This design comes from an exercise in tuning for small area and few clock cycles per item on the open sky130 flow, not from production work.
In this exercise RTL edits were held to simulation tests only and were not proved equivalent to the original.
Power figures rest on the tool's default switching activity, not on a simulated workload.

<file path="flow/config.mk">
export PLATFORM = sky130hd
export DESIGN_NAME = phase1_top
export DESIGN_NICKNAME = phase1_top
export VERILOG_FILES = /design/flow/design.v
export SDC_FILE = /design/flow/constraint.sdc
export NUM_CORES = 4
export LEC_CHECK = 0
export CAP_MARGIN = 20
export CORE_MARGIN = 2
export CORE_UTILIZATION = 60
export SETUP_SLACK_MARGIN = 0.2
export SLEW_MARGIN = 20
export SYNTH_HIERARCHICAL = 1
</file>
<file path="flow/constraint.sdc">
create_clock -name core_clock -period 8.0 [get_ports {clk}]
set_input_delay 1.6000 -clock core_clock [delete_from_list [all_inputs] [get_ports {clk}]]
set_output_delay 1.6000 -clock core_clock [all_outputs]
set_load 0.01 [all_outputs]
</file>
<file path="flow/design.v">
module MUX16 (in0, in1, select, out);
    input[15:0] in0;
    input[15:0] in1;
    input select;
    output reg[15:0] out;
    always @(in0 or in1 or select)
        begin
        case(select)
        0 : out = in0;
        1 : out = in1;
        default: out = in0;
        endcase
        end
endmodule
module MUX4 (in0, in1, select, out);
    input[3:0] in0;
    input[3:0] in1;
    input select;
    output reg[3:0] out;
    always @(in0 or in1 or select)
        begin
        case(select)
        0 : out = in0;
        1 : out = in1;
        default: out = in0;
        endcase
        end
endmodule
module MUX16_3_input (in0, in1, in2, select, out);
    input[15:0] in0;
    input[15:0] in1;
    input [15:0] in2;
    input [1:0] select;
    output reg[15:0] out;
    always @(in0 or in1 or in2 or select)
        begin
        case(select)
        2'b00 : out = in0;
        2'b01 : out = in1;
        2'b10 : out = in2;
        default: out = in0;
        endcase
        end
endmodule
module adder( pc_add, imm, shiftout);
  input [15:0] pc_add;
  input [15:0] imm;
  output [15:0] shiftout;
  assign shiftout = pc_add + imm;
endmodule
module sign_ext_4_16(
  imm_4, imm_16);
  input [3:0] imm_4;
  output[15:0] imm_16;
  assign imm_16 = {{12{imm_4[3]}}, imm_4};
endmodule  
module sign_ext_8_16(
  imm_8, imm_16);
  input [7:0] imm_8;
  output[15:0] imm_16;
  assign imm_16 = {{8{imm_8[7]}}, imm_8};
endmodule  
module sign_ext_12_16(
  imm_12, imm_16);
  input [11:0] imm_12;
  output[15:0] imm_16;
  assign imm_16 = {{4{imm_12[11]}}, imm_12};
endmodule  
module control(
    opcode,
    dmem_wen,
    rf_wen,
    alu_op,
    alusrc,
    regdest,
    branch,
    mem2reg,
    lhb_llb_con1,
    s5,
    s6,
    s7,
    jal,
    jr,
    exec, 
    lw
  );
 input[3:0] opcode;
 output reg dmem_wen;
 output reg rf_wen;
 output reg[2:0] alu_op;
 output reg alusrc;
 output reg regdest;
 output reg branch;
 output reg mem2reg;
 output reg lhb_llb_con1;
 output reg s5;
 output reg s6;
 output reg s7;
 output reg jal;
 output reg jr;
 output reg exec;
 output reg lw; 
always @ (*)
begin
  dmem_wen=1;
  rf_wen=0;
  alu_op=3'b000;
  alusrc=0;
  regdest=1;
  branch=0;
  mem2reg=0;
  lhb_llb_con1 = 0;
  s5 = 0;
  s6 = 1;
  s7 = 0;
  jal = 0;
  jr = 0;
  exec = 0;
  lw = 0;
  if ( (opcode==4'b0000) || (opcode==4'b0001) || (opcode==4'b0010) || (opcode==4'b0011) )
  begin
    dmem_wen=1;
    rf_wen=1;
    alu_op=opcode[2:0];
    alusrc=0;
    regdest=1;
    branch=0;
    mem2reg=0;
    lhb_llb_con1 = 0;
    s5 = 0;
    s6 = 1;
    s7 = 0; 
    jal = 0; 
    jr = 0;
    exec = 0;
    lw=0;
  end
  if ( (opcode==4'b0100) || (opcode==4'b0101) || (opcode==4'b0110) || (opcode==4'b0111) )
  begin
    dmem_wen=1;
    rf_wen=1;
    alu_op=opcode[2:0];
    alusrc=1;
    regdest=1;
    branch=0;
    mem2reg=0;
    lhb_llb_con1 = 0;
    s5 = 0;
    s6 = 1;
    s7 = 0;
    jal=0;
    jr = 0;
    exec = 0;
    lw=0;
  end
  if (opcode==4'b1000)
  begin
    dmem_wen=1;
    rf_wen=1;
    alu_op=3'b000;
    alusrc=1;
    regdest=1;
    branch=0;
    mem2reg=1;
    lhb_llb_con1 = 0;
    s5 = 0;
    s6 = 1;
    s7 = 0;
    jal=0;
    jr = 0;
    exec =0;
    lw=1;
  end
  if (opcode==4'b1001)
  begin
    dmem_wen=0;
    rf_wen=0;
    alu_op=3'b000;
    alusrc=1;
    regdest=0;
    branch=0;
    lhb_llb_con1 = 1;
    s5 = 0;
    s6 = 1;
    jal=0;
    jr = 0;
    exec = 0;
    lw=0;
    mem2reg=0;
  end
  if((opcode == 4'b1010)) 
  begin
    dmem_wen = 1;
    alu_op = 3'b010;
    rf_wen = 1;
    regdest = 1;
    branch = 0;
    lhb_llb_con1 = 1;
    mem2reg=0;
    alusrc = 0;
    s5 = 1;
    s6 = 0;
    s7 = 0;
    jal=0;
    jr = 0;
    exec = 0;
    lw=0;
  end
  if(opcode == 4'b1011)
  begin
    dmem_wen = 1;
    rf_wen = 1;
    regdest = 1;
    mem2reg=0;
    s7 = 1;
    branch = 0;
    jal=0;
    jr = 0;
    exec = 0;
    lw=0;
  end 
  if(opcode == 4'b1101)
  begin
    dmem_wen=1;
    rf_wen=1;
    alu_op=3'b000;  
    branch=0;
    jal = 1;
    mem2reg=0;
    lhb_llb_con1 = 0;
    s5 = 0;
    s6 = 1;
    s7 = 0;
    jr = 0;
    exec = 0;
    lw=0;
  end
  if(opcode == 4'b1110)
  begin
    dmem_wen = 1;
    rf_wen = 0;
    branch = 0;
    lhb_llb_con1 = 1;
    mem2reg=0;
    jal = 0;
    s5 = 0;
    s6 = 1;
    s7 = 0;
    jr = 1;
    exec = 0;
    lw=0;
  end
  if(opcode == 4'b1111)
  begin
    dmem_wen = 1;
    rf_wen = 0;
    branch = 0;
    mem2reg=0;
    lhb_llb_con1 = 1;
    jal = 0;
    s5 = 0;
    s6 = 1;
    s7 = 0;
    jr = 0;
    exec = 1;
    lw=0;
  end
  if((opcode == 4'b1100))
  begin
    s7 = 0;
    dmem_wen=1;
    rf_wen=0;
    branch=1;
    jal=0;
    jr = 0;
    mem2reg=0;
  end
end
endmodule
module dp_mux2i(input a, input b, input s, output y);
  assign y = ~(s ? b : a);
endmodule
module dp_mux2(input a, input b, input s, output y);
  assign y = s ? b : a;
endmodule
module alu_shift(
  input         en,       
  input  [1:0]  op,       
  input  [3:0]  k,
  input  [15:0] a,
  output [15:0] rot,
  output [15:0] sk,
  output [15:0] sfn
);
  wire        right = op[0] ^ op[1];          
  wire        rl    = op[0] & op[1];
  wire [3:1]  m     = k[3:1] ^ {3{right}};
  wire        sel0  = ~right & ~k[0];
  wire        sel1  = k[0];
  wire        sel2  = right & ~k[0];
  wire [15:0] s1, s2, s3;
  genvar i;
  generate for (i = 0; i < 16; i = i + 1) begin : st
    c_aoi222  m1(.a1(sel0), .a2(a[i]), .b1(sel1), .b2(a[(i+15)%16]), .c1(sel2), .c2(a[(i+14)%16]),
                 .y(s1[i]));                                                
    dp_mux2i  m2(.a(s1[i]), .b(s1[(i+14)%16]), .s(m[1]), .y(s2[i]));        
    dp_mux2i  m3(.a(s2[i]), .b(s2[(i+12)%16]), .s(m[2]), .y(s3[i]));        
    dp_mux2i  m4(.a(s3[i]), .b(s3[(i+8)%16]),  .s(m[3]), .y(rot[i]));       
  end endgenerate
  wire [15:0] lo;
  dp_therm th(.force1(rl), .k(k), .lo(lo));
  wire el = en & ~right;
  wire er = en & right;
  wire ef = en & op[1] & ~op[0] & a[15];
  generate for (i = 0; i < 16; i = i + 1) begin : mk
    dp_ao2  u(.s1(el), .d1(lo[i]), .s2(er), .d2(lo[15-i]), .y(sk[i]));
    dp_ornot f(.a(lo[15-i]), .b(ef), .y(sfn[i]));
  end endgenerate
endmodule
module dp_therm(input force1, input [3:0] k, output [15:0] lo);
  assign lo = {16{force1}} | (16'hFFFF << k);
endmodule
module dp_ao2(input s1, d1, s2, d2, output y);
  assign y = (s1 & d1) | (s2 & d2);
endmodule
module dp_ornot(input a, b, output y);
  assign y = a | ~b;
endmodule
module c_aoi222(input a1, a2, b1, b2, c1, c2, output y);
  assign y = ~((a1 & a2) | (b1 & b2) | (c1 & c2));
endmodule
module c_aoi21(input a1, a2, b, output y);
  assign y = ~((a1 & a2) | b);
endmodule
module c_nand2(input a, b, output y);
  assign y = ~(a & b);
endmodule
module c_nand3(input a, b, c, output y);
  assign y = ~(a & b & c);
endmodule
module c_nand4(input a, b, c, d, output y);
  assign y = ~(a & b & c & d);
endmodule
module c_nand5(input a, b, c, d, e, output y);
  assign y = ~(a & b & c & d & e);
endmodule
module c_nand6(input a, b, c, d, e, f, output y);
  assign y = ~(a & b & c & d & e & f);
endmodule
module c_inv(input a, output y);
  assign y = ~a;
endmodule
module dp_ao7(input s1, d1, s2, d2, s3, d3, s4, d4, s5, d5, s6, d6, s7, d7, output y);
  wire n1, n2, n3;
  c_aoi222 u1(.a1(s1), .a2(d1), .b1(s2), .b2(d2), .c1(s3), .c2(d3), .y(n1));
  c_aoi222 u2(.a1(s4), .a2(d4), .b1(s5), .b2(d5), .c1(s6), .c2(d6), .y(n2));
  c_nand2  u3(.a(s7), .b(d7), .y(n3));
  c_nand3  o(.a(n1), .b(n2), .c(n3), .y(y));
endmodule
module dp_ao8(input s1, d1, s2, d2, s3, d3, s4, d4, s5, d5, s6, d6, s7, d7, s8n, output y);
  wire n1, n2, n3;
  c_aoi222 u1(.a1(s1), .a2(d1), .b1(s2), .b2(d2), .c1(s3), .c2(d3), .y(n1));
  c_aoi222 u2(.a1(s4), .a2(d4), .b1(s5), .b2(d5), .c1(s6), .c2(d6), .y(n2));
  c_nand2  u3(.a(s7), .b(d7), .y(n3));
  c_nand4  o(.a(n1), .b(n2), .c(n3), .d(s8n), .y(y));
endmodule
module dp_ao4(input s1, d1, s2, d2, s3, d3, s4, d4, output y);
  wire n1, n2;
  c_aoi222 u1(.a1(s1), .a2(d1), .b1(s2), .b2(d2), .c1(s3), .c2(d3), .y(n1));
  c_nand2  u2(.a(s4), .b(d4), .y(n2));
  c_nand2  o(.a(n1), .b(n2), .y(y));
endmodule
module dp_ao3(input s1, d1, s2, d2, s3, d3, output y);
  wire n1;
  c_aoi222 u1(.a1(s1), .a2(d1), .b1(s2), .b2(d2), .c1(s3), .c2(d3), .y(n1));
  c_inv    o(.a(n1), .y(y));
endmodule
module dp_add(input [15:0] a, input [15:0] b, input cin,
              output [15:0] s, output [15:0] g, output [15:0] p);
  assign s = a + b + {15'd0, cin};
  assign g = a & b;
  assign p = a ^ b;
endmodule
module rf_bit(input [15:1] s, input [15:1] r, output y);
  wire [4:0] n;
  genvar g;
  generate for (g = 0; g < 5; g = g + 1) begin : grp
    c_aoi222 u(.a1(s[3*g+1]), .a2(r[3*g+1]), .b1(s[3*g+2]), .b2(r[3*g+2]),
               .c1(s[3*g+3]), .c2(r[3*g+3]), .y(n[g]));
  end endgenerate
  c_nand5 o(.a(n[0]), .b(n[1]), .c(n[2]), .d(n[3]), .e(n[4]), .y(y));
endmodule
module rf_bit_x(input [15:1] s, input [15:1] r, input xs, input x, output y);
  wire [5:0] n;
  genvar g;
  generate for (g = 0; g < 5; g = g + 1) begin : grp
    c_aoi222 u(.a1(s[3*g+1]), .a2(r[3*g+1]), .b1(s[3*g+2]), .b2(r[3*g+2]),
               .c1(s[3*g+3]), .c2(r[3*g+3]), .y(n[g]));
  end endgenerate
  c_nand2 x5(.a(xs), .b(x), .y(n[5]));
  c_nand6 o(.a(n[0]), .b(n[1]), .c(n[2]), .d(n[3]), .e(n[4]), .f(n[5]), .y(y));
endmodule
module rf_read(
  input  [3:0]  addr,
  input  [15:0] r1, r2, r3, r4, r5, r6, r7, r8, r9, r10, r11, r12, r13, r14, r15,
  output [15:0] q
);
  wire [15:1] s;
  genvar g, b;
  generate for (g = 1; g < 16; g = g + 1) begin : dec
    assign s[g] = addr == g;
  end endgenerate
  wire [16*15-1:0] all = {r15, r14, r13, r12, r11, r10, r9, r8, r7, r6, r5, r4, r3, r2, r1};
  generate for (b = 0; b < 16; b = b + 1) begin : bits
    wire [15:1] col;
    for (g = 1; g < 16; g = g + 1) begin : c
      assign col[g] = all[16*(g-1) + b];
    end
    rf_bit u(.s(s), .r(col), .y(q[b]));
  end endgenerate
endmodule
module rf_read_x(
  input         en,
  input  [3:0]  addr,
  input         xs,
  input  [15:0] x,
  input  [15:0] r1, r2, r3, r4, r5, r6, r7, r8, r9, r10, r11, r12, r13, r14, r15,
  output [15:0] q
);
  wire [15:1] s;
  genvar g, b;
  generate for (g = 1; g < 16; g = g + 1) begin : dec
    assign s[g] = en & (addr == g);
  end endgenerate
  wire [16*15-1:0] all = {r15, r14, r13, r12, r11, r10, r9, r8, r7, r6, r5, r4, r3, r2, r1};
  generate for (b = 0; b < 16; b = b + 1) begin : bits
    wire [15:1] col;
    for (g = 1; g < 16; g = g + 1) begin : c
      assign col[g] = all[16*(g-1) + b];
    end
    rf_bit_x u(.s(s), .r(col), .xs(xs), .x(x[b]), .y(q[b]));
  end endgenerate
endmodule
module phase1_top(
    input clk,
    input rst,
    output [15:0] imem_addr,
    input  [15:0] imem_rdata,
    output [15:0] dmem_addr,
    output [15:0] dmem_wdata,
    output        dmem_we,
    input  [15:0] dmem_rdata
);
reg  [15:0] pc;     
reg         xm;     
reg         boot;   
reg         pend;   
reg         lwb;    
reg  [3:0]  pr;
reg  [15:0] lb;
reg         fz, fv, fn;
reg  [15:0] R [1:15];
wire [15:0] ir = imem_rdata;
wire [3:0]  op = ir[15:12];
wire [3:0]  ra = ir[11:8];
wire [3:0]  rb = ir[7:4];
wire [3:0]  rc = ir[3:0];
wire is_alu = ~op[3];
wire is_lw  = op == 4'b1000;
wire is_sw  = op == 4'b1001;
wire is_lhb = op == 4'b1010;
wire is_llb = op == 4'b1011;
wire is_br  = op == 4'b1100;
wire is_jal = op == 4'b1101;
wire is_jr  = op == 4'b1110;
wire is_ex  = op == 4'b1111;
wire is_rel = is_br | is_jal;              
wire is_as  = ~op[3] & ~op[2] & ~op[1];    
wire sub    = op == 4'b0001;
wire [3:0]  addr_b = (op[3] | op[2]) ? ra : rc;
wire use_a = is_alu | is_lw | is_sw;
wire use_b = (~op[3] & ~op[2]) | is_sw | is_lhb | ((is_jr | is_ex) & ~xm);
wire hazard = pend & ((use_a & (rb == pr)) | (use_b & (addr_b == pr)) | (is_ex & ~xm));
wire hold   = boot | hazard;
wire exe    = ~hold;                       
wire ctl    = exe & ~xm;                   
wire [15:0] pc_inc = pc + 16'd1;
wire [15:0] rda, rdb;
rf_read_x RA(.en(~is_rel), .addr(rb), .xs(is_rel), .x(pc_inc),
           .r1(R[1]), .r2(R[2]), .r3(R[3]), .r4(R[4]), .r5(R[5]),
           .r6(R[6]), .r7(R[7]), .r8(R[8]), .r9(R[9]), .r10(R[10]), .r11(R[11]),
           .r12(R[12]), .r13(R[13]), .r14(R[14]), .r15(R[15]), .q(rda));
rf_read RB(.addr(addr_b),
           .r1(R[1]), .r2(R[2]), .r3(R[3]), .r4(R[4]), .r5(R[5]),
           .r6(R[6]), .r7(R[7]), .r8(R[8]), .r9(R[9]), .r10(R[10]), .r11(R[11]),
           .r12(R[12]), .r13(R[13]), .r14(R[14]), .r15(R[15]), .q(rdb));
wire s_sh   = ~op[3] & op[2];            
wire [15:0] imm = is_jal ? {{4{ir[11]}}, ir[11:0]} :
                  is_br  ? {{8{ir[7]}}, ir[7:0]} : {{12{rc[3]}}, rc};
wire [15:0] add_b = op[3] ? imm : (rdb ^ {16{sub}});
wire [15:0] sum, g, p;
dp_add ADD(.a(rda), .b(add_b), .cin(sub), .s(sum), .g(g), .p(p));
wire [15:0] rot, sk, sfn;
alu_shift SH(.en(s_sh), .op(op[1:0]), .k(rc), .a(rda), .rot(rot), .sk(sk), .sfn(sfn));
wire s_sum  = is_as;
wire s_g    = op[3:1] == 3'b001;           
wire s_p    = op == 4'b0011;
wire s_lo   = is_lhb;                       
wire s_llb_lo = is_llb;                     
wire s_lhb_hi = is_lhb;                     
wire s_sx   = is_llb;                       
wire s_link = is_jal;
wire [15:0] res;
genvar gi;
generate for (gi = 0; gi < 16; gi = gi + 1) begin : rs
  if (gi < 8) begin : lo
    dp_ao8 u(.s1(s_sum), .d1(sum[gi]), .s2(s_g), .d2(g[gi]), .s3(s_p), .d3(p[gi]),
             .s4(sk[gi]), .d4(rot[gi]), .s5(s_lo), .d5(rdb[gi]), .s6(s_llb_lo), .d6(ir[gi]),
             .s7(s_link), .d7(pc_inc[gi]), .s8n(sfn[gi]), .y(res[gi]));
  end else begin : hi
    dp_ao8 u(.s1(s_sum), .d1(sum[gi]), .s2(s_g), .d2(g[gi]), .s3(s_p), .d3(p[gi]),
             .s4(sk[gi]), .d4(rot[gi]), .s5(s_lhb_hi), .d5(ir[gi-8]), .s6(s_sx), .d6(ir[7]),
             .s7(s_link), .d7(pc_inc[gi]), .s8n(sfn[gi]), .y(res[gi]));
  end
end endgenerate
wire v_new = is_as & (rda[15] == add_b[15]) & (sum[15] != rda[15]);
wire z_new = res == 16'h0000;
wire n_new = (is_as & ~v_new) ? sum[15] : fn;
reg cond;
always @(*) begin
  case (ra)
    4'd0: cond = fz;
    4'd1: cond = ~fz;
    4'd2: cond = ~fz & ~fn;
    4'd3: cond = fn;
    4'd4: cond = fz | ~fn;
    4'd5: cond = fn | fz;
    4'd6: cond = fv;
    4'd7: cond = 1'b1;
    default: cond = 1'b0;
  endcase
end
wire taken  = ctl & ((is_br & cond) | is_jal);
wire to_reg = ctl & (is_jr | is_ex);
wire n_hold = hold;
wire n_reg  = to_reg;
wire n_tk   = taken;
wire n_inc  = exe & ~to_reg & ~taken;
wire [15:0] npc;
generate for (gi = 0; gi < 16; gi = gi + 1) begin : np
  dp_ao4 u(.s1(n_hold), .d1(pc[gi]), .s2(n_reg), .d2(rdb[gi]), .s3(n_tk), .d3(sum[gi]),
           .s4(n_inc), .d4(pc_inc[gi]), .y(npc[gi]));
end endgenerate
assign imem_addr = npc;
wire        iwen  = exe & (is_alu | is_lhb | is_llb | (is_jal & ~xm));
wire [3:0]  iwa   = (is_jal & ~xm) ? 4'd15 : ra;
wire        pwr   = pend & ~iwen;          
wire        wen   = iwen | pwr;
wire [3:0]  waddr = pwr ? pr : iwa;
wire        w_res = ~rst & ~pwr;
wire        w_dm  = ~rst & pwr & lwb;
wire        w_lb  = ~rst & pwr & ~lwb;
wire [15:0] wd;
generate for (gi = 0; gi < 16; gi = gi + 1) begin : wb
  dp_ao3 u(.s1(w_res), .d1(res[gi]), .s2(w_dm), .d2(dmem_rdata[gi]), .s3(w_lb), .d3(lb[gi]),
           .y(wd[gi]));
end endgenerate
integer k;
always @(posedge clk) begin
  for (k = 1; k < 16; k = k + 1)
    if (rst | (wen & (waddr == k))) R[k] <= wd;
end
wire lw_go = exe & is_lw & (ra != 4'd0);
always @(posedge clk) begin
  if (rst) begin
    pc   <= 16'h0000;
    xm   <= 1'b0;
    boot <= 1'b1;
    pend <= 1'b0;
    fz   <= 1'b0;
    fv   <= 1'b0;
    fn   <= 1'b0;
  end else begin
    if (!(ctl & is_ex)) pc <= npc;
    if (exe) xm <= ~xm & is_ex;
    boot <= 1'b0;
    pend <= lw_go | (pend & iwen & (iwa != pr));
    if (exe & is_alu) begin
      fz <= z_new;
      fv <= v_new;
      fn <= n_new;
    end
  end
  lwb <= lw_go;
  if (lw_go) pr <= ra;
  if (lwb) lb <= dmem_rdata;
end
assign dmem_addr  = sum;
assign dmem_wdata = rdb;
assign dmem_we    = ~rst & exe & is_sw;
endmodule
</file>
<file path="flow/flow/run.sh">
#!/bin/bash
# Layout flow: the standard flow (standard.sh, unchanged synthesis and
# steps) with the port buffers made from sky130_fd_sc_hd__buf_2 instead of
# the cell buffer_ports picks by default. Each tool's output goes to
# orfs/logs (ORFS's own logs); make's output to flow.log here.
set -euo pipefail
export BUFFER_PORTS_ARGS="-buffer_cell sky130_fd_sc_hd__buf_2"
bash standard.sh finish > flow.log 2>&1
</file>
<file path="flow/standard.sh">
#!/bin/bash
# synth_recipe.tcl (not shown) runs the flow's synth.tcl, then flattens the netlist and writes it again
# the make line also repeats each setting of config.mk as NAME=value (left out here)
make -C /OpenROAD-flow-scripts/flow DESIGN_CONFIG=/design/flow/config.mk WORK_HOME=/design/flow/orfs CLKGATE_MAP_FILE= SYNTH_SCRIPT=/design/flow/synth_recipe.tcl "${@:-finish}"
</file>
==> flow_metrics.env, run 1 <==
export IMPL_die_h_um=165.4
export IMPL_synth_top_cells_by_count="260 x edfxtp_1, 241 x a222oi_1, 95 x nand2_1, 68 x mux2i_1, 67 x nor2_1"
export IMPL_rows=59
export IMPL_drive_above_1_share_pct=25.40
export IMPL_p_leak_nw=7.432
export IMPL_final_hold_viol_count=0
export IMPL_drtPass1Iterations=12
export IMPL_viasPerCell=7.920
export IMPL_post_synth_top_count_cell="edfxtp_1"
export IMPL_first_global_vias=13170
export IMPL_core_um2=25840
export IMPL_initial_utilization_pct=60.48
export IMPL_hpwl_mm=43.79
export IMPL_grt_pass1_wl_mm=86.90
export IMPL_syn_inst=1270
export IMPL_syn_num_nets=1324
export IMPL_dr_total_vias=14990
export IMPL_grt_max_degree=45
export IMPL_worst_r2r_path_depth=25
export IMPL_synthArstFlopShare_pct=0
export IMPL_routed_wirelength_mm=63.69
export IMPL_regToRegSetupSlack_ps=2110
export IMPL_clkLatencyLatePin_ps=610
export IMPL_seq_area_frac_synth_pct=52.91
export IMPL_period_share_pct=97.00
export IMPL_holdPathStages=2
export IMPL_place_congestion=1.146
export IMPL_postRouteAntennaNets=0
export IMPL_cts_tree="built"
export IMPL_fin_skew_ps=40.48
export IMPL_path_class="in -> out"
export IMPL_fin_hold_ws_ps=487.6
export IMPL_ys_ff_latch=283
export IMPL_hp_start="fv"
export IMPL_yosys_top_cells_area="edfxtp_1 50%, a222oi_1 15%, mux2i_1 4.4%"
export IMPL_nets=1586
export IMPL_setup_ws_ps=240.2
export IMPL_yosys_area_top_type="edfxtp_1"
export IMPL_htree_levels=1
export IMPL_num_io_pins=83
export IMPL_die_w_um=165.4
export IMPL_synth_top_area_share_pct=49.96
export IMPL_end_kind="primary output"
export IMPL_fmax_ghz=0.1289
export IMPL_fin_crit_ps=7760
export IMPL_drc=0
export IMPL_port_buffers=82
export IMPL_post_route_util_pct=73.98
export IMPL_setup_violations=0
export IMPL_areaGrowthSynthToFinish_pct=22.31
export IMPL_synth_area_um2=15630
export IMPL_yosys_warnings=9
export IMPL_antenna_found_initial=4
export IMPL_synthFlopType="edfxtp_1"
export IMPL_synthDistinctLibCells=75
export IMPL_clockRootBuffer="clkbuf_16"
export IMPL_dieArea_um2=27350
export IMPL_p_per_area_nw_per_um2=235.8
export IMPL_outcome="finished clean"
export IMPL_clkTransAtPathRegs_ps=60
export IMPL_n_fill_cell=1754
export IMPL_clock_sinks=283
export IMPL_overflow=0
export IMPL_cp_max_fo=10
export IMPL_cts_made_buffers=29
export IMPL_slew_headroom_pct=23.89
export IMPL_start_kind="input port"
export IMPL_slew_violations=0
export IMPL_r2r_end="R[14][14]"
export IMPL_hold_class="reg -> reg"
export IMPL_post_place_ws_ps=-90.20
export IMPL_tightest_slew_ps=1137
export IMPL_track_usage_pct=44.47
export IMPL_r2r_start="pc[0]"
export IMPL_first_iter_violations=4013
export IMPL_min_to="fv"
export IMPL_synth_edf_count=260
export IMPL_max_vdd_ir_drop_mv=0.2312
export IMPL_wire_per_inst_um=33.66
export IMPL_required_ps=6400
export IMPL_clock_path_buffers=3
export IMPL_grt_setup_unrepaired="false"
export IMPL_syn_area_per_cell_um2=12.31
export IMPL_maxCapViolations=0
export IMPL_crit_arrival_ps=6160
-- final cells by class --
class | count | area [um^2] | area share [%]
Antenna cell | 2 | 5.005 | 0.02618
Clock buffer | 33 | 740.7 | 3.875
Clock inverter | 21 | 167.7 | 0.8771
Inverter | 34 | 127.6 | 0.6677
Multi-Input combinational cell | 918 | 7415 | 38.79
Sequential cell | 283 | 8268 | 43.25
Tap cell | 335 | 419.2 | 2.193
Timing Repair Buffer | 266 | 1972 | 10.32
-- per-module statistics from Yosys, one instance, submodules excluded, a selection --
module,cell area [um^2],times used,cells inside
dp_therm,165.2,1,25
dp_ornot,6.256,16,1
alu_shift,82.58,1,10
c_aoi222,10.01,240,1
dp_mux2i,10.01,48,1
c_inv,3.754,16,1
rf_read_x,105.1,1,22
c_nand6,13.76,16,2
dp_add,711.9,1,90
-- critical path: stages --
cell,delay [ps]
buf_6,130
o21a_1,210
or2_4,280
buf_6,140
and4bb_4,230
buf_12,160
a222oi_1,590
and3_1,350
nand3_2,160
xor2_1,190
nor2_1,110
a31oi_1,50
ha_1,340
buf_6,140
a221oi_4,320
o21ai_4,120
a311oi_2,250
xnor2_1,140
a222oi_1,310
nand2_1,140
buf_2,170
-- metrics by stage --
stage               std cells  cell area (um^2)  TNS [ps]  power [W]
floorplan                1270             15630         0   0.002494
global placement         1786             17440    -61.03   0.003026
detailed placement       1786             17440    -186.4   0.003041
CTS                      1849             18500         0   0.004335
global route             1890             19110         0   0.004608
finish                   1892             19110         0   0.004507
-- report_power, final --
part,switching (W),internal (W),leakage [nW]
clock,0.000614,0.000709,0.452
sequential,0.0000805,0.00180,2.84
combinational,0.000807,0.000500,4.14
-- how the worst max path moves through the flow --
| stage | from | cells after the start | end | slack [ps] |
|---|---|---|---|---|
| 5_1_grt | imem_rdata[14] | 20 | imem_addr[15] | 100 |
| 2_1_floorplan | imem_rdata[15] | 21 | imem_addr[12] | 410 |
| 6_report | imem_rdata[14] | 21 | imem_addr[12] | 240 |
| 4_1_cts | imem_rdata[15] | 21 | imem_addr[12] | 180 |
| 3_3_place_gp | imem_rdata[15] | 21 | imem_addr[12] | -50 |
| 3_5_place_dp | imem_rdata[15] | 21 | imem_addr[12] | -90 |
-- flip-flops by register name, summed over array words and instances (netlist names), 4 cells and up --
signal,flops
R,240
lb,16
pc,16
pr,4
-- placed cells by master (no fill, tap or decap), types with 6 or more instances in the layout --
cell / Yosys / layout
a21oi_1: 19 / 17
a221o_1: 9 / 9
a222oi_1: 241 / 241
a22o_1: 16 / 16
a31oi_1: 11 / 11
and2_1: 10 / 10
and3_1: 25 / 19
and4_1: 17 / 17
buf_12: 0 / 7
buf_2: 7 / 80
buf_4: 3 / 164
buf_6: 5 / 12
clkbuf_16: 0 / 31
clkinv_2: 0 / 8
dfxtp_1: 23 / 23
edfxtp_1: 260 / 260
ha_1: 18 / 16
inv_1: 34 / 33
mux2i_1: 68 / 68
nand2_1: 95 / 94
nand2b_1: 30 / 30
nand3_1: 52 / 40
nand3_2: 0 / 10
nand3b_1: 6 / 6
nand4_1: 20 / 20
nor2_1: 67 / 60
nor2_2: 0 / 7
nor2b_1: 11 / 9
nor3_1: 12 / 9
o21a_1: 7 / 6
o21ai_0: 31 / 29
xnor2_1: 30 / 29
xor2_1: 22 / 19
-- what timing repair did --
item | CTS | global route
setup buffers | 9 | 35
hold buffers | 0 | 0
setup endpoints to repair | 12 | 15
gates cloned | 0 | 5
pin swaps | 7 | 73
resized for setup | 23 | 65
-- kinds of logic after synthesis --
logic type / synth area share [%]
and+or+nand+nor: 14.20
AOI/OAI and AO/OA: 21.83
DFF: 52.91
buffers and inverters: 2.074
muxes: 4.355
xor gates and xnor gates: 2.914
adders and majority gates: 1.697
other: 0.02400
-- layer usage --
layer	up-vias	global-route usage [%]	routed length, um
met2	1456	66.53	27290
met5	-	0	0
met1	7117	55.42	20160
met4	0	29.27	5856
li1	6118	-	-
met3	294	14.59	10380
Testbench counts, summed over its fixed seeds: cycles 10,347, instructions 10,191.
==> run 2: changes to the inputs <==
--- a/flow/config.mk
+++ b/flow/config.mk
@@ -10,2 +10,3 @@
 export CORE_UTILIZATION = 60
+export CTS_BUF_LIST = sky130_fd_sc_hd__clkbuf_4
 export SETUP_SLACK_MARGIN = 0.2
==> run 2 against run 1 <==
Compared with the run above: still clean; sequential power hardly changed; maximum frequency decreased by 0.80%; critical path type unchanged; synthesized area stayed put.
==> flow_metrics.env, run 2 <==
export IMPL_place_inst=1786
export IMPL_grt_setup_unrepaired="true"
export IMPL_clock_path_buffers=3
export IMPL_fmax_ghz=0.1278
export IMPL_p_per_area_nw_per_um2=232.8
export IMPL_slew_violations=0
export IMPL_tightest_slew_ps=1229
export IMPL_path_class="in -> out"
export IMPL_drtPass1Iterations=14
export IMPL_first_iter_violations=3822
export IMPL_yosys_top_cells_area="edfxtp_1 50%, a222oi_1 15%, mux2i_1 4.4%"
export IMPL_dieArea_um2=27350
export IMPL_synth_edf_count=260
export IMPL_final_common_cell="edfxtp_1"
export IMPL_place_congestion=1.146
export IMPL_grt_pass1_wl_mm=87.35
export IMPL_dr_total_vias=15070
export IMPL_postRouteAntennaNets=0
export IMPL_setup_violations=0
export IMPL_seq_area_frac_synth_pct=52.91
export IMPL_drc=0
export IMPL_synth_top_cells_by_count="260 x edfxtp_1, 241 x a222oi_1, 95 x nand2_1, 68 x mux2i_1, 67 x nor2_1"
export IMPL_yosys_warnings=9
export IMPL_synthFlopType="edfxtp_1"
export IMPL_viasPerCell=7.752
export IMPL_finalPower_w=0.004419
export IMPL_hpwl_mm=43.79
export IMPL_reg_largest_list="R (240), lb (16), pc (16)"
export IMPL_fin_area_um2=18980
export IMPL_layout_common_cells="260 x edfxtp_1, 241 x a222oi_1, 153 x buf_4"
export IMPL_initial_utilization_pct=60.48
export IMPL_synthDistinctLibCells=75
export IMPL_maxCapViolations=0
export IMPL_p_leak_nw=7.428
export IMPL_die_h_um=165.4
export IMPL_period_share_pct=97.77
export IMPL_final_instance_count_excl_fill=1944
export IMPL_syn_area_per_cell_um2=12.31
export IMPL_clkLatencyLatePin_ps=760
export IMPL_wl_met1_mm=20.17
export IMPL_fin_skew_ps=82.29
export IMPL_num_io_pins=83
export IMPL_areaGrowthSynthToFinish_pct=21.44
export IMPL_clockRootBuffer="clkbuf_4"
export IMPL_htree_levels=3
export IMPL_fin_hold_ws_ps=486.8
export IMPL_post_synth_top_count_cell="edfxtp_1"
export IMPL_yosys_area_top_type="edfxtp_1"
export IMPL_grt_max_degree=45
export IMPL_overflow=0
export IMPL_core_um2=25840
export IMPL_track_usage_pct=44.79
export IMPL_synth_area_um2=15630
export IMPL_synthArstFlopShare_pct=0
export IMPL_rows=59
export IMPL_n_fill_cell=1803
export IMPL_slew_headroom_pct=17.79
export IMPL_die_w_um=165.4
export IMPL_ys_ff_latch=283
export IMPL_clock_sinks=283
export IMPL_fin_crit_ps=7822
export IMPL_top_register="R"
export IMPL_cp_max_fo=11
export IMPL_drive_above_1_share_pct=27.18
export IMPL_top_layer_used="met4"
export IMPL_holdPathStages=2
export IMPL_cts_tree="built"
export IMPL_cts_made_buffers=73
export IMPL_dr_wl_met2_mm=27.21
export IMPL_antenna_found_initial=1
export IMPL_outcome="finished clean"
export IMPL_largest_register_ff_count=240
export IMPL_setup_tns_ps=0
export IMPL_synth_top_area_share_pct=49.96
export IMPL_syn_num_nets=1324
export IMPL_wire_per_inst_um=32.36
export IMPL_syn_inst=1270
export IMPL_max_vdd_ir_drop_mv=0.1787
export IMPL_start_kind="input port"
export IMPL_first_global_vias=13560
export IMPL_routed_wirelength_mm=62.91
export IMPL_port_buffers=82
export IMPL_end_kind="primary output"
export IMPL_crit_arrival_ps=6220
export IMPL_required_ps=6400
export IMPL_worst_r2r_path_depth=22
export IMPL_met3WireLength_mm=9.975
export IMPL_hold_class="reg -> reg"
export IMPL_final_hold_viol_count=0
export IMPL_nets=1612
export IMPL_clkTransAtPathRegs_ps=60
export IMPL_dpl_cell_area_um2=17440
-- run 2: cell counts after synthesis --
No cell type changed its count.
-- run 2: repair_timing --
item,4_1_cts,5_1_grt
pin swaps,12,65
endpoints found under the setup margin,12,16
resized for setup,22,64
hold buffers,0,0
setup buffers,10,19
gates cloned,0,2
-- run 2: metal layers --
metal  GRT usage, %  vias to the layer above
met1          54.40                     7103
met3          15.36                      296
met5              0                        -
met2          66.88                     1472
li1               -                     6198
met4          32.09                        0
-- run 2: cell families (layout without fill, tap and decap cells) --
group	Yosys count	after routing	share of synthesized area [%]
other cells	1	2	0.02400
fa+ha+maj	20	20	1.697
flops	283	283	52.91
simple gates	396	396	14.20
buf+inv	71	409	2.074
mux	68	68	4.355
compound gates	379	379	21.83
xor+xnor	52	52	2.914
-- run 2: critical path, cell delays in order --
cell,delay [ps]
buf_6,130
buf_4,170
nor2b_2,170
nand2_2,140
nand3b_1,170
buf_4,210
nor2_1,870
a222oi_1,240
nand3_1,280
inv_1,120
fa_2,410
inv_1,80
fa_2,200
a21o_1,180
a221oi_4,90
o21ai_4,230
a311oi_2,140
xnor2_1,170
a222oi_1,310
nand2_1,140
buf_2,160
-- run 2: final cells by class --
| cell class | instances | area, um^2 | area share (%) |
|---|---|---|---|
| Antenna cell | 1 | 2.502 | 0.01319 |
| Clock buffer | 100 | 750.7 | 3.956 |
| Clock inverter | 25 | 173.9 | 0.9164 |
| Inverter | 34 | 127.6 | 0.6725 |
| Multi-Input combinational cell | 916 | 7397 | 38.98 |
| Sequential cell | 283 | 8268 | 43.57 |
| Tap cell | 335 | 419.2 | 2.209 |
| Timing Repair Buffer | 250 | 1839 | 9.691 |
-- run 2: final timing paths --
kind,from,to,slack [ps]
worst max-delay path,imem_rdata[14],imem_addr[12],180
worst min-delay path,fv,fv,490
worst max register to register,pc[4],R[11][14],2170
worst min register to register,fv,fv,490
-- run 2: Yosys stat by module (local to each module, per instance), a selection --
module,area (um^2),cells
phase1_top,10370,624
dp_add,711.9,90
dp_therm,165.2,25
rf_read_x,105.1,22
alu_shift,82.58,10
c_nand6,13.76,2
c_nand5,11.26,2
dp_mux2i,10.01,1
c_aoi222,10.01,1
dp_ao2,8.758,1
c_nand4,6.256,1
dp_ornot,6.256,1
c_nand2,3.754,1
c_inv,3.754,1
-- run 2: power breakdown --
group	switching [W]	internal (W)
Sequential	0.0000798	0.00180
Combinational	0.000791	0.000484
Clock	0.000618	0.000650
-- run 2: per-stage QoR --
step	utilization, %	setup WS, ps
CTS	71.68	190.3
finish	73.45	178.0
global placement	67.50	-49.95
global route	73.45	115.7
detailed placement	67.51	-90.20
floorplan	-	413.2
==> run 3: changes to the inputs <==
--- a/flow/config.mk
+++ b/flow/config.mk
@@ -11,2 +11,3 @@
 export CTS_BUF_LIST = sky130_fd_sc_hd__clkbuf_4
+export GPL_TIMING_DRIVEN = 0
 export SETUP_SLACK_MARGIN = 0.2
==> run 3 against run 2 <==
Compared with the run above: the layout now fails its checks (negative setup slack); clock-buffer cell count decreased by 5; hold slack got worse by 3.4 ps; synthesized cell count unchanged; synthesized area unchanged; combinational power about the same; global-route usage increased by 0.59 points; critical path type unchanged.
==> flow_metrics.env, run 3 <==
export IMPL_place_congestion=0.9984
export IMPL_crit_path_top_delay_cell="ha_1"
export IMPL_nets=1573
export IMPL_first_global_vias=13700
export IMPL_path_class="in -> out"
export IMPL_min_to="fv"
export IMPL_hpwl_mm=42.46
export IMPL_tightest_slew_ps=1172
export IMPL_max_vdd_ir_drop_mv=0.2078
export IMPL_drtPass1Iterations=22
export IMPL_ys_ff_latch=283
export IMPL_clkLatencyLatePin_ps=730
export IMPL_seq_area_frac_synth_pct=52.91
export IMPL_start_kind="input port"
export IMPL_switching_share_pct=33.75
export IMPL_maxCapViolations=0
export IMPL_cts_made_buffers=73
export IMPL_synth_fa_ha_area_share_pct=1.697
export IMPL_p_clk_share_pct=28.0
export IMPL_hold_class="reg -> reg"
export IMPL_routed_wirelength_mm=63.28
export IMPL_grt_pass1_wl_mm=88.14
export IMPL_postRouteAntennaNets=0
export IMPL_setup_ws_ps=-313.9
export IMPL_switchingPower_w=0.001481
export IMPL_antenna_found_initial=1
export IMPL_drc=0
export IMPL_slew_violations=0
export IMPL_synthFlopType="edfxtp_1"
export IMPL_htree_levels=3
export IMPL_port_buffers=82
export IMPL_drive_above_1_share_pct=27.12
export IMPL_worst_r2r_path_depth=20
export IMPL_synthDistinctLibCells=75
export IMPL_track_usage_pct=45.39
export IMPL_synthSimpleGateAreaFrac_pct=14.20
export IMPL_core_um2=25840
export IMPL_period_share_pct=103.9
export IMPL_holdPathStages=2
export IMPL_end_kind="primary output"
export IMPL_crit_arrival_ps=6710
export IMPL_grt_max_degree=30
export IMPL_synth_edf_count=260
export IMPL_crit_buf_inv=9
export IMPL_synth_compound_area_share_pct=21.83
export IMPL_yosys_area_top_type="edfxtp_1"
export IMPL_p_per_area_nw_per_um2=232.2
export IMPL_synthMuxAreaShare_pct=4.355
export IMPL_combPwrFrac_pct=29.2
export IMPL_synthArstFlopShare_pct=0
export IMPL_fmax_ghz=0.1203
export IMPL_fin_hold_ws_ps=483.4
export IMPL_layout_common_cells="260 x edfxtp_1, 241 x a222oi_1, 96 x clkbuf_4"
export IMPL_r2r_start="pc[0]"
export IMPL_final_hold_viol_count=0
export IMPL_first_iter_violations=3762
export IMPL_crit_top_cell="buf_6"
export IMPL_synth_top_cells_by_count="260 x edfxtp_1, 241 x a222oi_1, 95 x nand2_1, 68 x mux2i_1, 67 x nor2_1"
export IMPL_wire_per_inst_um=33.45
export IMPL_die_h_um=165.4
export IMPL_rows=59
export IMPL_clkTransAtPathRegs_ps=60
export IMPL_cp_max_fo=6
export IMPL_synth_area_um2=15630
export IMPL_max_stage_delay_ps=420
export IMPL_setup_violations=8
export IMPL_p_seq_share_pct=42.7
export IMPL_fin_skew_ps=73.88
export IMPL_required_ps=6400
export IMPL_outcome="finished with violations"
export IMPL_synth_xor_area_share_pct=2.914
export IMPL_syn_inst=1270
export IMPL_cts_tree="built"
export IMPL_num_io_pins=83
export IMPL_clock_sinks=283
export IMPL_clockRootBuffer="clkbuf_4"
export IMPL_post_synth_top_count_cell="edfxtp_1"
export IMPL_p_leak_nw=7.228
export IMPL_dieArea_um2=27350
export IMPL_syn_area_per_cell_um2=12.31
export IMPL_post_place_ws_ps=-1361
export IMPL_so_faults="negative setup slack"
export IMPL_reg_largest_list="R (240), lb (16), pc (16)"
export IMPL_areaGrowthSynthToFinish_pct=20.86
export IMPL_dr_total_vias=15060
export IMPL_die_w_um=165.4
export IMPL_place_inst=1701
export IMPL_clock_path_buffers=3
export IMPL_initial_utilization_pct=60.48
export IMPL_yosys_top_cells_area="edfxtp_1 50%, a222oi_1 15%, mux2i_1 4.4%"
export IMPL_hp_start="fv"
export IMPL_overflow=0
export IMPL_p_int_w=0.002906
export IMPL_yosys_warnings=9
export IMPL_synth_top_area_share_pct=49.96
export IMPL_slew_headroom_pct=21.56
export IMPL_top_register="R"
export IMPL_synth_top_family_by_area="compound AO/OA/AOI/OAI gates"
export IMPL_final_common_cell="edfxtp_1"
export IMPL_syn_num_nets=1324
export IMPL_fin_crit_ps=8314
export IMPL_viasPerCell=7.960
export IMPL_grt_setup_unrepaired="true"
export IMPL_regToRegSetupSlack_ps=1690
export IMPL_final_instance_count_excl_fill=1892
export IMPL_path_delay_family="compound AO/OA/AOI/OAI gates"
export IMPL_r2r_end="R[3][15]"
export IMPL_largest_register_ff_count=240
[run 3: power by group through the flow]
stage | clock (W) | combinational (W) | sequential [W]
5_1_grt | 0.00131 | 0.00131 | 0.00188
2_1_floorplan | 0 | 0.000621 | 0.00187
3_5_place_dp | 0 | 0.00104 | 0.00190
6_report | 0.00123 | 0.00128 | 0.00187
4_1_cts | 0.00123 | 0.00114 | 0.00187
3_3_place_gp | 0 | 0.00102 | 0.00189
[run 3: Yosys stat by module (local to each module, per instance), a selection]
module | flip-flops and latches | times used | cells inside
alu_shift | 0 | 1 | 10
c_inv | 0 | 16 | 1
rf_read_x | 0 | 1 | 22
c_nand5 | 0 | 16 | 2
dp_mux2i | 0 | 48 | 1
c_aoi222 | 0 | 240 | 1
rf_read | 0 | 1 | 19
dp_therm | 0 | 1 | 25
dp_add | 0 | 1 | 90
c_nand2 | 0 | 64 | 1
c_nand4 | 0 | 16 | 1
[run 3: stage by stage]
step / utilization (%) / setup TNS (ps) / power (W) / cell area, um^2
4_1_cts: 71.56 / -349.3 / 0.004236 / 18490
3_5_place_dp: 64.58 / -158300 / 0.002933 / 16690
2_1_floorplan: - / 0 / 0.002494 / 15630
5_1_grt: 73.10 / -2570 / 0.004507 / 18890
3_3_place_gp: 63.69 / -276920 / 0.002904 / 16460
6_report: 73.10 / -1311 / 0.004386 / 18890
[run 3: final cells by class]
type                       count  area, um^2
clock inverter                17       156.4
timing repair buffer         174        1269
clock buffer                  95       713.2
sequential                   283        8268
fill                        1827        6950
antenna                        1       2.502
buffer                        37       229.0
tap                          335       419.2
multi-input combinational    916        7702
inverter                      34       127.6
[run 3: worst max path at each step]
stage / from / endpoint / slack [ps] / cells after the start
2_1_floorplan: imem_rdata[15] / imem_addr[12] / 410 / 21
3_3_place_gp: imem_rdata[13] / imem_addr[12] / -1800 / 22
3_5_place_dp: imem_rdata[0] / R[8][14] / -1360 / 23
4_1_cts: imem_rdata[14] / imem_addr[12] / -110 / 24
5_1_grt: imem_rdata[15] / imem_addr[12] / -420 / 27
6_report: imem_rdata[14] / imem_addr[12] / -310 / 26
[run 3: cell families (layout without fill, tap and decap cells)]
| logic type | count (synthesis) | after routing |
|---|---|---|
| AOI/OAI and AO/OA | 379 | 379 |
| xor gates and xnor gates | 52 | 52 |
| adders and majority gates | 20 | 20 |
| buffers and inverters | 71 | 357 |
| DFF | 283 | 283 |
| muxes | 68 | 68 |
| other | 1 | 2 |
| and+or+nand+nor | 396 | 396 |
[run 3: timing repair]
| item | in CTS | in global routing |
|---|---|---|
| setup endpoints to repair | 161 | 81 |
| buffers inserted | 58 | 20 |
| hold buffers | 0 | 0 |
| resized for setup | 116 | 53 |
| hold endpoints to repair | 0 | 0 |
| pin swaps | 37 | 35 |
[run 3: worst reg2reg max path, stage by stage, from the launching register on]
cell and delay [ps]:
dfxtp_1 450, ha_1 260, nand4_1 110, inv_1 120
and2_1 210, nand3_1 110, xnor2_1 280, nand2_1 240
and4_1 340, nand3_2 220, ha_2 380, a21oi_2 210
o21bai_1 150, a221o_1 380, a31o_1 240, xor2_4 190
buf_4 170, a222oi_1 510, nand4_1 310, a222oi_1 750
inv_2 300
[run 3: per-layer routing]
layer  wire (um)  part of all wire [%]  up-vias  global-route usage, %
met3        9653                    15      331                  13.49
met1       20290                    32     7056                  55.13
met2       27710                    44     1560                  69.41
li1            -                     -     6113                      -
met5           0                     0        -                      0
met4        5628                   8.9        0                  32.33
==> run 4: changes to the inputs <==
--- a/flow/design.v
+++ b/flow/design.v
@@ -377,5 +377,3 @@
 endmodule
-module dp_add(input [15:0] a, input [15:0] b, input cin,
-              output [15:0] s, output [15:0] g, output [15:0] p);
-  assign s = a + b + {15'd0, cin};
+module dp_gp(input a, b, output g, p);
   assign g = a & b;
@@ -383,2 +381,78 @@
 endmodule
+module dp_pfx(input gh, ph, gl, pl, output g, p);
+  assign g = gh | (ph & gl);
+  assign p = ph & pl;
+endmodule
+module dp_xor(input a, b, output y);
+  assign y = a ^ b;
+endmodule
+module dp_add(input [15:0] a, input [15:0] b, input cin,
+              output [15:0] s, output [15:0] g, output [15:0] p);
+  genvar i, l;
+  generate for (i = 0; i < 16; i = i + 1) begin : gp
+    dp_gp u(.a(a[i]), .b(b[i]), .g(g[i]), .p(p[i]));
+  end endgenerate
+  wire [15:0] G [0:4];
+  wire [15:0] P [0:4];
+  dp_a21o c0(.a1(p[0]), .a2(cin), .b(g[0]), .y(G[0][0]));
+  assign P[0][0] = 1'b0;                       
+  generate for (i = 1; i < 16; i = i + 1) begin : l0
+    assign G[0][i] = g[i];
+    assign P[0][i] = p[i];
+  end endgenerate
+  generate for (l = 0; l < 4; l = l + 1) begin : lv
+    for (i = 0; i < 16; i = i + 1) begin : n
+      if (i & (1 << l)) begin : c
+        localparam integer J = ((i >> l) << l) - 1;
+        if (J < (1 << l)) begin : grey            
+          dp_a21o u(.a1(P[l][i]), .a2(G[l][J]), .b(G[l][i]), .y(G[l+1][i]));
+          assign P[l+1][i] = 1'b0;
+        end else begin : black
+          dp_pfx u(.gh(G[l][i]), .ph(P[l][i]), .gl(G[l][J]), .pl(P[l][J]),
+                   .g(G[l+1][i]), .p(P[l+1][i]));
+        end
+      end else begin : w
+        assign G[l+1][i] = G[l][i];
+        assign P[l+1][i] = P[l][i];
+      end
+    end
+  end endgenerate
+  dp_xor x0(.a(p[0]), .b(cin), .y(s[0]));
+  generate for (i = 1; i < 16; i = i + 1) begin : sm
+    dp_xor x(.a(p[i]), .b(G[4][i-1]), .y(s[i]));
+  end endgenerate
+endmodule
+module dp_ha(input a, b, output s, c);
+  assign s = a ^ b;
+  assign c = a & b;
+endmodule
+module dp_inc(input [15:0] a, output [15:0] y);
+  wire [3:0] gc;                        
+  assign gc[0] = 1'b1;
+  assign gc[1] = &a[3:0];
+  assign gc[2] = gc[1] & (&a[7:4]);
+  assign gc[3] = gc[2] & (&a[11:8]);
+  genvar g, i;
+  generate for (g = 0; g < 4; g = g + 1) begin : grp
+    wire [4:0] c;
+    assign c[0] = gc[g];
+    for (i = 0; i < 4; i = i + 1) begin : b
+      dp_ha h(.a(a[4*g+i]), .b(c[i]), .s(y[4*g+i]), .c(c[i+1]));
+    end
+  end endgenerate
+endmodule
+module dp_wdec(input rst, input wen, input [3:0] waddr, output [15:1] we);
+  wire [3:0] hi, lo;
+  genvar k;
+  generate for (k = 0; k < 4; k = k + 1) begin : pd
+    assign hi[k] = wen & (waddr[3:2] == k);
+    assign lo[k] = waddr[1:0] == k;
+  end endgenerate
+  generate for (k = 1; k < 16; k = k + 1) begin : d
+    dp_a21o u(.a1(hi[k/4]), .a2(lo[k%4]), .b(rst), .y(we[k]));
+  end endgenerate
+endmodule
+module dp_a21o(input a1, a2, b, output y);
+  assign y = (a1 & a2) | b;
+endmodule
 module rf_bit(input [15:1] s, input [15:1] r, output y);
@@ -486,5 +560,6 @@
 wire ctl    = exe & ~xm;                   
-wire [15:0] pc_inc = pc + 16'd1;
+wire [15:0] pc_inc;
+dp_inc INC(.a(pc), .y(pc_inc));
 wire [15:0] rda, rdb;
-rf_read_x RA(.en(~is_rel), .addr(rb), .xs(is_rel), .x(pc_inc),
+rf_read_x RA(.en(~is_rel), .addr(rb), .xs(is_rel), .x(pc),
            .r1(R[1]), .r2(R[2]), .r3(R[3]), .r4(R[4]), .r5(R[5]),
@@ -501,3 +576,3 @@
 wire [15:0] sum, g, p;
-dp_add ADD(.a(rda), .b(add_b), .cin(sub), .s(sum), .g(g), .p(p));
+dp_add ADD(.a(rda), .b(add_b), .cin(sub | is_rel), .s(sum), .g(g), .p(p));
 wire [15:0] rot, sk, sfn;
@@ -550,4 +625,4 @@
 generate for (gi = 0; gi < 16; gi = gi + 1) begin : np
-  dp_ao4 u(.s1(n_hold), .d1(pc[gi]), .s2(n_reg), .d2(rdb[gi]), .s3(n_tk), .d3(sum[gi]),
-           .s4(n_inc), .d4(pc_inc[gi]), .y(npc[gi]));
+  dp_ao4 u(.s1(n_hold), .d1(pc[gi]), .s2(n_reg), .d2(rdb[gi]), .s3(n_inc), .d3(pc_inc[gi]),
+           .s4(n_tk), .d4(sum[gi]), .y(npc[gi]));      
 end endgenerate
@@ -567,2 +642,4 @@
 end endgenerate
+wire [15:1] wek;
+dp_wdec WDEC(.rst(rst), .wen(wen), .waddr(waddr), .we(wek));
 integer k;
@@ -570,3 +647,3 @@
   for (k = 1; k < 16; k = k + 1)
-    if (rst | (wen & (waddr == k))) R[k] <= wd;
+    if (wek[k]) R[k] <= wd;
 end
--- a/flow/config.mk
+++ b/flow/config.mk
@@ -11,3 +11,2 @@
 export CTS_BUF_LIST = sky130_fd_sc_hd__clkbuf_4
-export GPL_TIMING_DRIVEN = 0
 export SETUP_SLACK_MARGIN = 0.2
==> run 4 against run 3 <==
Compared with the run above: the run now finishes clean; global-route usage down 4.2 points; core utilization decreased by 3.2 points; register-to-register slack gained 1100 ps; setup slack improved by 620 ps; via count shrank 5.7%; combinational power shrank 14%; routed wire length shrank 9.6%; sequential power about the same; non-clock buffer count shrank 21; synthesized cell count is 1.8% lower; maximum frequency grew 8.1%; critical endpoint is now imem_addr[11].
==> flow_metrics.env, run 4 <==
export IMPL_outcome="finished clean"
export IMPL_yosys_area_top_type="edfxtp_1"
export IMPL_setup_tns_ps=0
export IMPL_first_global_vias=12620
export IMPL_syn_area_per_cell_um2=12.51
export IMPL_required_ps=6400
export IMPL_grt_max_degree=32
export IMPL_post_synth_top_count_cell="edfxtp_1"
export IMPL_clkLatencyLatePin_ps=760
export IMPL_routed_wirelength_mm=57.21
export IMPL_die_w_um=165.3
export IMPL_first_iter_violations=3241
export IMPL_layout_common_cells="260 x edfxtp_1, 241 x a222oi_1, 115 x nand2_1"
export IMPL_clkTransAtPathRegs_ps=60
export IMPL_top_register="R"
export IMPL_cts_tree="built"
export IMPL_n_fill_cell=1913
export IMPL_num_io_pins=83
export IMPL_hpwl_mm=41.51
export IMPL_synth_area_um2=15600
export IMPL_postRouteAntennaNets=0
export IMPL_dpl_cell_area_um2=16850
export IMPL_fin_area_um2=18010
export IMPL_core_um2=25760
export IMPL_synthDistinctLibCells=66
export IMPL_finalPower_w=0.004206
export IMPL_maxCapViolations=0
export IMPL_place_congestion=1.082
export IMPL_track_usage_pct=41.20
export IMPL_yosys_top_cells_area="edfxtp_1 50%, a222oi_1 15%, mux2i_1 3.6%"
export IMPL_cp_max_fo=12
export IMPL_areaGrowthSynthToFinish_pct=15.44
export IMPL_drc=0
export IMPL_synth_edf_count=260
export IMPL_tightest_slew_ps=1137
export IMPL_synthFlopType="edfxtp_1"
export IMPL_crit_arrival_ps=6090
export IMPL_drtPass1Iterations=12
export IMPL_initial_utilization_pct=60.57
export IMPL_wire_per_inst_um=31.02
export IMPL_clock_path_buffers=3
export IMPL_regToRegSetupSlack_ps=2830
export IMPL_dr_total_vias=14210
export IMPL_die_h_um=165.3
export IMPL_antenna_found_initial=2
export IMPL_period_share_pct=96.16
export IMPL_p_leak_nw=7.212
export IMPL_synth_top_cells_by_count="260 x edfxtp_1, 241 x a222oi_1, 116 x nand2_1, 56 x mux2i_1, 48 x a21o_1"
export IMPL_fmax_ghz=0.1300
export IMPL_overflow=0
export IMPL_final_common_cell="edfxtp_1"
export IMPL_fin_crit_ps=7693
export IMPL_viasPerCell=7.705
export IMPL_synthArstFlopShare_pct=0
export IMPL_clock_sinks=283
export IMPL_reg_largest_list="R (240), lb (16), pc (16)"
export IMPL_yosys_warnings=10
export IMPL_nets=1525
export IMPL_htree_levels=3
export IMPL_grt_setup_unrepaired="false"
export IMPL_drive_above_1_share_pct=23.67
export IMPL_fin_skew_ps=86.47
export IMPL_end_kind="primary output"
export IMPL_path_class="in -> out"
export IMPL_final_hold_viol_count=0
export IMPL_cts_made_buffers=74
export IMPL_clockRootBuffer="clkbuf_4"
export IMPL_largest_register_ff_count=240
export IMPL_syn_inst=1247
export IMPL_start_kind="input port"
export IMPL_hold_class="reg -> reg"
export IMPL_synth_top_area_share_pct=50.03
export IMPL_max_vdd_ir_drop_mv=0.1853
export IMPL_seq_area_frac_synth_pct=52.98
export IMPL_setup_violations=0
export IMPL_port_buffers=82
export IMPL_dieArea_um2=27310
export IMPL_p_per_area_nw_per_um2=233.4
export IMPL_slew_violations=0
export IMPL_grt_pass1_wl_mm=81.14
export IMPL_syn_num_nets=1314
export IMPL_ys_ff_latch=283
export IMPL_slew_headroom_pct=23.92
export IMPL_rows=59
run 4: cell types whose count changed after synthesis, moves of 12 or more:
cell     delta
nand3_1    -17
nand2_1    +21
a21o_1     +43
buf_4      +21
mux2i_1    -12
ha_1       +15
nor2_1     -38
xnor2_1    -15
run 4: path summary, 6_finish.rpt:
| check | cells past startpoint | from | endpoint |
|---|---|---|---|
| setup / recovery | 20 | imem_rdata[14] | imem_addr[11] |
| hold reg to reg | 2 | fv | fv |
| hold / removal | 2 | fv | fv |
| setup reg to reg | 17 | R[10][5] | R[14][9] |
run 4: area by class of cell:
type                            instances  area [um^2]  area share (%)
Sequential cell                       283         8268           45.90
Multi-Input combinational cell        880         7019           38.96
Timing Repair Buffer                  190         1290           7.161
Clock buffer                          103        773.2           4.292
Tap cell                              335        419.2           2.327
Clock inverter                         23        133.9          0.7432
Inverter                               29        108.9          0.6042
Antenna cell                            1        2.502         0.01389
run 4: logic make-up after synthesis:
family / after synthesis / share of synthesized area (%)
mux: 57 / 3.664
buf+inv: 84 / 3.039
xor+xnor: 41 / 2.301
flops: 283 / 52.98
simple gates: 356 / 13.17
other cells: 2 / 0.04813
compound gates: 391 / 22.15
fa+ha+maj: 33 / 2.646
run 4: timing repair:
item | in CTS | in global routing
gates resized for setup | 3 | 19
hold buffers | 0 | 0
pin swaps | 1 | 11
hold endpoints to repair | 0 | 0
setup endpoints to repair | 9 | 19
buffers inserted | 5 | 10
run 4: through the flow:
| step | hold WS, ps | instances | setup slack, ps | util (%) |
|---|---|---|---|---|
| after detailed placement | 469.4 | 1701 | 120.5 | 65.39 |
| final | 490.0 | 1844 | 307.2 | 69.92 |
| after floorplan | 449.6 | 1247 | 767.8 | - |
| after global routing | 538.5 | 1844 | 201.3 | 69.92 |
| after CTS | 486.9 | 1832 | 212.5 | 69.14 |
| after global placement | 467.5 | 1700 | 193.7 | 65.36 |
run 4: Yosys stat by module, one instance, submodules excluded, a selection:
module    cells inside  area, um^2  flip-flops and latches  copies in the design
c_nand2              1       3.754                       0                    64
c_nand5              2       11.26                       0                    16
dp_gp                1       12.51                       0                    16
dp_ha                1       12.51                       0                    16
dp_pfx               2       13.76                       0                    14
dp_therm            25       165.2                       0                     1
rf_read             19       264.0                       0                     1
run 4: critical path: stages:
cell      delay (ps)
clkbuf_4         220
buf_4            220
nor2b_1          230
nand2_2          170
nand3b_1         150
buf_4            170
nor2_2           130
buf_4            200
a222oi_1         550
and4_1           340
nand3_2          200
ha_1             420
and2_1           150
a21o_1           250
a21o_2           290
a21o_1           190
xor2_1           260
nand2_1           90
nand2_1           90
buf_2            130
run 4: metal layers:
metal  track usage, %  vias up  part of all wire, %
li1                 -     5895                    -
met5                0        -                    0
met2            61.63     1303                   44
met4            21.54        0                  5.8
met1            54.52     6809                   36
met3            12.16      201                   14
run 4: where the power goes:
group | switching, W | total [W] | leakage, nW | internal [W]
clock | 0.000627 | 0.00123 | 0.537 | 0.000606
sequential | 0.0000806 | 0.00188 | 2.84 | 0.00180
combinational | 0.000702 | 0.00110 | 3.83 | 0.000395
total | 0.00141 | 0.00421 | 7.21 | 0.00280
Testbench counts of run 4, summed over its fixed seeds: cycles 10,347, instructions 10,191.
==> run 5: changes to the inputs <==
==> flow/flow/run.sh (replaced) <==
#!/bin/bash
# Layout flow: the standard flow (standard.sh: unchanged synthesis and
# steps) with two changes: the port buffers are sky130_fd_sc_hd__buf_2
# instead of the cell buffer_ports picks by default, and clock tree
# synthesis inserts no dummy loads. ORFS writes each tool's output to
# orfs/logs; make's own output goes to flow.log here.
set -euo pipefail
export BUFFER_PORTS_ARGS="-buffer_cell sky130_fd_sc_hd__buf_2"
export CTS_ARGS="-sink_clustering_enable -repair_clock_nets -buf_list sky130_fd_sc_hd__clkbuf_4 -dont_use_dummy_load"
bash standard.sh finish > flow.log 2>&1
==> run 5 against run 4 <==
Compared with the run above: still clean; clock-buffer cell count is 29 lower; die area stayed put; clock skew up 62 ps; critical path depth down 2; critical path type unchanged; synthesized cell count unchanged; largest cell class unchanged; maximum frequency is 0.84% lower; clock power shrank 23%; via count shrank 0.90%; register-to-register slack got worse by 100 ps; final area is 1.6% lower; setup slack worse by 65 ps; hold slack hardly changed.
==> flow_metrics.env, run 5 <==
export IMPL_outcome="finished clean"
export IMPL_crit_arrival_ps=6160
export IMPL_syn_num_nets=1314
export IMPL_p_leak_nw=6.999
export IMPL_post_route_util_pct=68.77
export IMPL_viasPerCell=7.853
export IMPL_path_delay_family="simple AND/OR/NAND/NOR gates"
export IMPL_dr_total_vias=14080
export IMPL_cts_tree="built"
export IMPL_crit_buf_inv=4
export IMPL_clkTransAtPathRegs_ps=60
export IMPL_synthFlopType="edfxtp_1"
export IMPL_seq_area_frac_synth_pct=52.98
export IMPL_areaGrowthSynthToFinish_pct=13.54
export IMPL_post_place_ws_ps=120.5
export IMPL_finalPower_w=0.003925
export IMPL_worst_r2r_path_depth=17
export IMPL_r2r_end="R[8][11]"
export IMPL_regToRegSetupSlack_ps=2730
export IMPL_cp_max_fo=31
export IMPL_drive_above_1_share_pct=21.94
export IMPL_fin_crit_ps=7758
export IMPL_top_register="R"
export IMPL_drtPass1Iterations=12
export IMPL_dpl_cell_area_um2=16850
export IMPL_synth_top_area_share_pct=50.03
export IMPL_routed_wirelength_mm=57.05
export IMPL_largest_register_ff_count=240
export IMPL_setup_violations=0
export IMPL_overflow=0
export IMPL_hp_start="fv"
export IMPL_period_share_pct=96.97
export IMPL_post_synth_top_count_cell="edfxtp_1"
export IMPL_htree_levels=3
export IMPL_die_h_um=165.3
export IMPL_synth_area_um2=15600
export IMPL_clockRootBuffer="clkbuf_4"
export IMPL_num_io_pins=83
export IMPL_antenna_found_initial=3
export IMPL_final_hold_viol_count=0
export IMPL_hpwl_mm=41.51
export IMPL_holdPathStages=2
export IMPL_grt_setup_unrepaired="false"
export IMPL_setup_ws_ps=242.4
export IMPL_start_kind="input port"
export IMPL_core_um2=25760
export IMPL_setup_tns_ps=0
export IMPL_clock_sinks=283
export IMPL_yosys_warnings=10
export IMPL_dieArea_um2=27310
export IMPL_place_congestion=1.082
export IMPL_rows=59
export IMPL_fin_area_um2=17720
export IMPL_wire_per_inst_um=31.82
export IMPL_track_usage_pct=40.83
export IMPL_yosys_area_top_type="edfxtp_1"
export IMPL_syn_inst=1247
export IMPL_drc=0
export IMPL_maxCapViolations=0
export IMPL_clkLatencyLatePin_ps=720
export IMPL_port_buffers=82
export IMPL_synth_top_cells_by_count="260 x edfxtp_1, 241 x a222oi_1, 116 x nand2_1, 56 x mux2i_1, 48 x a21o_1"
export IMPL_final_common_cell="edfxtp_1"
export IMPL_die_w_um=165.3
export IMPL_postRouteAntennaNets=0
export IMPL_required_ps=6400
export IMPL_slew_headroom_pct=23.85
export IMPL_reg_largest_list="R (240), lb (16), pc (16)"
export IMPL_initial_utilization_pct=60.57
export IMPL_grt_pass1_wl_mm=80.47
export IMPL_clock_path_buffers=3
export IMPL_layout_common_cells="260 x edfxtp_1, 241 x a222oi_1, 115 x nand2_1"
export IMPL_grt_max_degree=32
export IMPL_max_stage_delay_ps=590
export IMPL_slew_violations=0
export IMPL_p_per_area_nw_per_um2=221.5
export IMPL_first_iter_violations=3344
export IMPL_synthDistinctLibCells=66
export IMPL_tightest_slew_ps=1138
export IMPL_end_kind="primary output"
export IMPL_fmax_ghz=0.1289
export IMPL_cts_made_buffers=74
export IMPL_min_to="fv"
export IMPL_synthArstFlopShare_pct=0
export IMPL_yosys_top_cells_area="edfxtp_1 50%, a222oi_1 15%, mux2i_1 3.6%"
export IMPL_path_class="in -> out"
export IMPL_syn_area_per_cell_um2=12.51
export IMPL_max_vdd_ir_drop_mv=0.1693
export IMPL_r2r_start="R[10][5]"
export IMPL_hold_class="reg -> reg"
export IMPL_crit_path_top_delay_cell="a222oi_1"
export IMPL_first_global_vias=12570
export IMPL_nets=1523
export IMPL_synth_edf_count=260
export IMPL_ys_ff_latch=283
export IMPL_path_cells="buf_2 -> buf_4 -> nand2_2 -> nand3b_1 -> nor2_4 -> buf_4 -> a222oi_1 -> and4_1 -> nand3_2 -> ha_4 -> and2_1 -> a21o_1 -> a21o_2 -> a21o_1 -> xor2_1 -> nand2_1 -> nand2_1 -> buf_2"
export IMPL_cp_num_cells=18
export IMPL_cts_hold_buf=0
export IMPL_fin_skew_ps=148.0
## run 5: cell counts after synthesis
Identical to the previous run, type by type.
## run 5: area by class of cell
type	count	area, um^2
Timing Repair Buffer	188	1271
Sequential cell	283	8268
Antenna cell	4	10.01
Multi-Input combinational cell	880	7086
Clock buffer	74	555.5
Tap cell	335	419.2
Inverter	29	108.9
Fill cell	1929	8045
## run 5: cells by family (layout without fill, tap and decap cells)
family,Yosys count,in the layout,synth area share (%)
AOI/OAI and AO/OA,391,391,22.15
and+or+nand+nor,356,356,13.17
DFF,283,283,52.98
buffers and inverters,84,291,3.039
muxes,57,57,3.664
xor gates and xnor gates,41,41,2.301
adders and majority gates,33,33,2.646
other,2,6,0.04813
## run 5: per-stage QoR
stage                     hold WS (ps)  cells
final                            489.8   1793
after global routing             538.4   1791
after CTS                        486.8   1779
after detailed placement         469.4   1701
after global placement           467.5   1700
after floorplan                  449.6   1247
## run 5: power breakdown
group	switching [W]	internal (W)
logic	0.000703	0.000401
registers	0.0000807	0.00180
clock network	0.000523	0.000420
total	0.00131	0.00262
## run 5: worst max-delay path by stage
| stage | startpoint | endpoint |
|---|---|---|
| 3_5_place_dp | imem_rdata[14] | imem_addr[9] |
| 5_1_grt | imem_rdata[14] | imem_addr[14] |
| 4_1_cts | imem_rdata[15] | imem_addr[13] |
| 6_report | imem_rdata[15] | imem_addr[11] |
| 2_1_floorplan | imem_rdata[15] | imem_addr[15] |
| 3_3_place_gp | imem_rdata[14] | imem_addr[9] |
## run 5: worst register-to-register path, cell delays in order, from the launching register on
cell	delay, ps
edfxtp_1	390
a222oi_1	490
and3_1	260
nand3_1	240
xnor2_1	220
a21oi_1	270
ha_4	260
a21o_1	180
a21o_1	180
a21o_2	260
a21o_1	190
xor2_1	190
a222oi_1	340
buf_4	180
nand4_1	150
buf_4	190
a222oi_1	460
inv_1	370
## run 5: per-layer routing
metal	routed length, um	GRT usage [%]
met3	8150	11.29
met5	13	0
met2	24990	61.25
met1	20580	54.34
met4	3309	21.50
## run 5: repair_timing
action	4_1_cts	5_1_grt
resized for setup	3	26
endpoints found under the setup margin	9	19
setup buffers	4	10
hold endpoints to repair	0	0
pin swaps	0	13
## run 5: per-module statistics from Yosys, one instance, submodules excluded, excerpt
module / times used / cell area [um^2] / cells / flip-flops and latches
c_aoi222: 240 / 10.01 / 1 / 0
c_nand2: 64 / 3.754 / 1 / 0
c_nand5: 16 / 11.26 / 2 / 0
alu_shift: 1 / 82.58 / 10 / 0
dp_inc: 1 / 46.29 / 7 / 0
dp_a21o: 30 / 7.507 / 1 / 0
dp_therm: 1 / 165.2 / 25 / 0
rf_read: 1 / 264.0 / 19 / 0
dp_mux2i: 48 / 10.01 / 1 / 0
dp_ao2: 16 / 8.758 / 1 / 0
c_nand4: 16 / 6.256 / 1 / 0
phase1_top: 1 / 9832 / 548 / 283
dp_ornot: 16 / 6.256 / 1 / 0
dp_gp: 16 / 12.51 / 1 / 0
dp_xor: 16 / 8.758 / 1 / 0
rf_read_x: 1 / 105.1 / 22 / 0

Check on run 5: ideal ports give 0.242 ns setup slack; a clkbuf_16 on the clock port and buf_2 on the inputs give 0.208 ns; moving port delays by the midpoint clock arrival (0.693 ns) as well gives 0.135 ns.
